This is an optimization exercise on Yosys and OpenROAD, whose aim is small area, a short achievable clock period and few clock cycles, not a production implementation. Power and IR drop assume default switching activity.

run Y:
==> flow/design.v <==
`timescale 1ns/10ps
module  ATCONV(
	input		clk,
	input		reset,
	output	reg	busy,
	input		ready,
	output reg	[11:0]	iaddr,
	input signed [12:0]	idata,
	output	reg 	cwr,
	output reg	[11:0]	caddr_wr,
	output reg 	[12:0] 	cdata_wr,
	output	reg 	crd,
	output reg	[11:0] 	caddr_rd,
	input 	[12:0] 	cdata_rd,
	output reg 	csel
	);
reg        fin;
reg [3:0]  ph;         
reg [5:0]  B;          
reg        ex;         
reg        dup;        
reg [8:0]  D;          
reg [11:0] Ta, Tb;     
reg [12:0] Va, Vb;     
reg [12:0] Xa, Xb;     
reg        colv;       
reg [10:0] pos;        
reg        ov;         
reg [11:0] RD;         
wire ph0 = ph[0];
wire ph1 = ph[1];
wire ph2 = ph[2];
wire ph3 = ph[3];
wire [5:0] x  = iaddr[5:0];
wire [5:0] n  = {x[0], x[5:1] ^ {5{x[0]}}};
wire       n0 = (x == 6'd0) & ~ex;
wire [5:0] n1 = n + 6'd1;
wire       wrap = (x == 6'd1) & ~dup;
wire [5:0] xn = (ex | wrap) ? 6'd0 : dup ? x : {n1[4:0] ^ {5{n1[5]}}, n1[5]};
wire       dupn = ex | ((x == 6'd62) & ~dup);
wire       cv = !n0 && !((x == 6'd63) && !dup) && !B[5];
wire [5:0] B_n = B + {5'd0, ex};
wire [3:0] q   = B[4:1];
wire       p   = B[0];
wire [3:0] qn  = B_n[4:1];
wire [5:0] rtopn = (qn == 4'd0) ? 6'd0 : {qn - 4'd1, 1'b1, B_n[0]};
wire [5:0] rbot  = (q == 4'd15) ? 6'd63 : {q + 4'd1, 1'b0, p};
wire [4:0]  pq = pos[10:7];
wire        pp = pos[6];
wire [5:0]  o  = pos[5:0];
wire [10:0] pn = pos + 11'd1;
wire [4:0]  co = o[4:0] ^ {5{o[5]}};
wire [4:0]  cn = pn[4:0] ^ {5{pn[5]}};
wire        pool = pp | o[5];
wire [11:0] tw = {3'd0, D};
wire [11:0] t4 = {1'b0, D, 2'b00};
wire [12:0] vw = {3'b111, ~D, 1'b0};
wire [12:0] v8 = {D, 4'b0000};
wire [11:0] Ta_n = (ph1 ? 12'd3 : Ta) + (ph2 ? t4 : tw);
wire [12:0] Va_n = (ph0 ? ~{1'b0, Ta} : Va) + (ph0 ? 13'd0 : ph2 ? v8 : vw);
wire [11:0] Tb_n = (ph2 ? 12'd3 : Tb) + (ph1 ? 12'd0 : ph3 ? t4 : tw);
wire [12:0] Vb_n = (ph2 ? ~{1'b0, Tb} : Vb) + (ph1 ? 13'd0 : ph3 ? v8 : vw);
wire [12:0] so  = ph0 ? Xa + ~{1'b0, Ta} : Xb + ~{1'b0, Tb};
wire [12:0] l0  = so[12] ? 13'd0 : so;
wire        gt  = {1'b0, RD} > cdata_wr;
wire [12:0] mx  = gt ? {1'b0, RD} : cdata_wr;
wire [12:0] mr  = (mx[3:0] == 4'd0) ? mx : {mx[12:4] + 9'd1, 4'd0};
wire [12:0] mg  = (pp & o[5]) ? mr : mx;
always @(posedge clk) begin
	D  <= idata[12:4];
	RD <= cdata_rd[11:0];
	Ta <= Ta_n;
	Va <= Va_n;
	Tb <= Tb_n;
	Vb <= Vb_n;
	if (ph0) Xa <= Va;
	if (ph2) Xb <= Vb;
	cdata_wr <= (ph0 | ph2) ? l0 : mg;
	if (reset) begin
		busy <= 1'b0;
		fin <= 1'b0;
		ph <= 4'b0001;
		B <= 6'd0;
		ex <= 1'b0;
		dup <= 1'b1;
		iaddr <= 12'd0;
		colv <= 1'b0;
		ov <= 1'b0;
		pos <= 11'h7ff;
		cwr <= 1'b0;
		crd <= 1'b0;
	end else begin
		if (ready && !fin) busy <= 1'b1;
		ph <= {ph[2:0], ph[3]};
		case (1'b1)
		ph0: begin
			iaddr[11:6] <= {q, 1'b0, p};
			ov <= colv;
			if (colv) pos <= pn;
			cwr <= colv & ~fin;
			crd <= colv & ~pn[6] & pn[5];
			if (B[5] && n0 && !dup) begin
				busy <= 1'b0;
				fin <= 1'b1;
				cwr <= 1'b0;
				crd <= 1'b0;
			end
		end
		ph1: begin
			iaddr[11:6] <= {q, 1'b1, p};
			cwr <= ov & pool & ~fin;
			crd <= ov & pp;
		end
		ph2: begin
			colv <= cv;
			iaddr[11:6] <= rbot;
			cwr <= ov & ~fin;
			crd <= cv & ~pn[6] & pn[5];
		end
		default: begin
			iaddr <= {rtopn, xn};
			ex <= wrap;
			dup <= dupn;
			B <= B_n;
			cwr <= ov & pool & ~fin;
			crd <= cv & pn[6];
		end
		endcase
	end
end
always @(posedge clk) begin
	case (1'b1)
	ph0: begin
		csel <= 1'b0;
		caddr_wr <= {pn[10:7], 1'b0, pn[6], cn, pn[5]};
		caddr_rd <= {pn[10:7], 1'b1, pn[6], cn, 1'b0};
	end
	ph1: begin
		csel <= 1'b1;
		caddr_wr <= {2'b00, pq, 1'b0, co};
		caddr_rd <= {2'b00, pq, 1'b1, co};
	end
	ph2: begin
		csel <= 1'b0;
		caddr_wr <= {pq, 1'b1, pp, co, o[5]};
		caddr_rd <= {pn[10:7], 1'b0, pn[6], cn, 1'b0};
	end
	default: begin
		csel <= 1'b1;
		caddr_wr <= {2'b00, pq, 1'b1, co};
		caddr_rd <= {2'b00, pn[10:7], 1'b0, cn};
	end
	endcase
end
endmodule
export LEC_CHECK = 0
export ABC_CLOCK_PERIOD_IN_PS = 2500
export CAP_MARGIN = 20
export CORE_MARGIN = 2
export CORE_UTILIZATION = 40
export CTS_BUF_LIST = sky130_fd_sc_hd__clkbuf_8
export SETUP_SLACK_MARGIN = 5
export SLEW_MARGIN = 20
create_clock -name core_clock -period 8.0 [get_ports {clk}]
standard.sh (not shown) runs the stock make flow with config.mk's settings and CLKGATE_MAP_FILE= SYNTH_SCRIPT=/design/flow/synth_recipe.tcl, a recipe that flattens the netlist after the stock synthesis.
==> flow/flow/run.sh <==
#!/bin/bash
set -euo pipefail
export BUFFER_PORTS_ARGS="-buffer_cell sky130_fd_sc_hd__buf_1"
bash standard.sh SETUP_SLACK_MARGIN=5.3 finish > standard.log 2>&1
Modified inputs, run D compared to run Y
--- a/flow/design.v
+++ b/flow/design.v
@@ -26,7 +26,6 @@
 reg        colv;       
 reg [10:0] pos;        
 reg        ov;         
-reg [11:0] RD;         
 wire ph0 = ph[0];
 wire ph1 = ph[1];
 wire ph2 = ph[2];
@@ -58,21 +57,22 @@
 wire [12:0] v8 = {D, 4'b0000};
 wire [11:0] Ta_n = (ph1 ? 12'd3 : Ta) + (ph2 ? t4 : tw);
 wire [12:0] Va_n = (ph0 ? ~{1'b0, Ta} : Va) + (ph0 ? 13'd0 : ph2 ? v8 : vw);
-wire [11:0] Tb_n = (ph2 ? 12'd3 : Tb) + (ph1 ? 12'd0 : ph3 ? t4 : tw);
-wire [12:0] Vb_n = (ph2 ? ~{1'b0, Tb} : Vb) + (ph1 ? 13'd0 : ph3 ? v8 : vw);
+wire [11:0] Tb_n = (ph2 ? 12'd3 : Tb) + (ph3 ? t4 : tw);
+wire [12:0] Vb_n = (ph2 ? ~{1'b0, Tb} : Vb) + (ph3 ? v8 : vw);
 wire [12:0] so  = ph0 ? Xa + ~{1'b0, Ta} : Xb + ~{1'b0, Tb};
 wire [12:0] l0  = so[12] ? 13'd0 : so;
-wire        gt  = {1'b0, RD} > cdata_wr;
-wire [12:0] mx  = gt ? {1'b0, RD} : cdata_wr;
+wire        gt  = cdata_rd > cdata_wr;
+wire [12:0] mx  = gt ? cdata_rd : cdata_wr;
 wire [12:0] mr  = (mx[3:0] == 4'd0) ? mx : {mx[12:4] + 9'd1, 4'd0};
 wire [12:0] mg  = (pp & o[5]) ? mr : mx;
 always @(posedge clk) begin
 	D  <= idata[12:4];
-	RD <= cdata_rd[11:0];
 	Ta <= Ta_n;
 	Va <= Va_n;
-	Tb <= Tb_n;
-	Vb <= Vb_n;
+	if (!ph1) begin
+		Tb <= Tb_n;
+		Vb <= Vb_n;
+	end
 	if (ph0) Xa <= Va;
 	if (ph2) Xb <= Vb;
 	cdata_wr <= (ph0 | ph2) ? l0 : mg;
@@ -115,7 +115,7 @@
 			colv <= cv;
 			iaddr[11:6] <= rbot;
 			cwr <= ov & ~fin;
-			crd <= cv & ~pn[6] & pn[5];
+			crd <= ov & ~pp & o[5];
 		end
 		default: begin
 			iaddr <= {rtopn, xn};
@@ -133,7 +133,7 @@
 	ph0: begin
 		csel <= 1'b0;
 		caddr_wr <= {pn[10:7], 1'b0, pn[6], cn, pn[5]};
-		caddr_rd <= {pn[10:7], 1'b1, pn[6], cn, 1'b0};
+		caddr_rd <= {pn[10:7], 1'b0, pn[6], cn, 1'b0};    
 	end
 	ph1: begin
 		csel <= 1'b1;
@@ -143,7 +143,7 @@
 	ph2: begin
 		csel <= 1'b0;
 		caddr_wr <= {pq, 1'b1, pp, co, o[5]};
-		caddr_rd <= {pn[10:7], 1'b0, pn[6], cn, 1'b0};
+		caddr_rd <= {pq, 1'b1, pp, co, 1'b0};              
 	end
 	default: begin
 		csel <= 1'b1;
## What came out
For run Y, the critical path class was reg -> reg, unlike run D, where it was in -> reg.
Of run D and run Y, it is run D that has the lower synthesized cell count.
In run D the relative area change from synthesis to final layout turned out 2.8 points higher than in run Y.
In run D, share of power burned in combinational logic is lower than in run Y.
Going from run Y to run D, clock network contribution to total cell area increased 0.17 points, number of nets in the layout decreased 35, total cell area at the placement stage now sits lower, hold slack about even, number of tap cells added at floorplan decreased by 5 relative to the old numbers.
Delta (run D minus run Y): count of non-CTS buffers in the layout rose about 13%, post-CTS setup-driven buffer insertion count fell 3, via count of the routed design fell 310, placed wire-length estimate fell about 3%, final period utilization rose 6.1 points.
Function was not checked in any run of this note: the RTL went through the layout flow alone.

[static timing again, ports no longer ideal]
The results above use ideal ports. As a check the final layouts listed here were re-extracted and re-timed, cells and wires unchanged. Step 1, drivers: a clkbuf_16 drives clk and a buf_2 each remaining input, both assumed. Step 2 times the ports against the registers' clock, not the clock port: input delays grow and output delays shrink by t, the midpoint of the rising clock arrivals with the driver on. Three values: no drivers, after step 1, after step 2; two values: the first two.
run | t (ns) | setup WS [ns] | latest minus earliest clock arrival (ns)
run Y | 0.504 | 4.967 / 4.967 / 4.967 | 0.017 / 0.017
run D | 0.508 | 4.482 / 4.502 / 3.993 | 0.017 / 0.017
After both steps every run listed still meets setup and hold. For run D, which loses most, drivers alone change the setup slack by +0.020 ns; drivers and shift together by -0.489 ns.
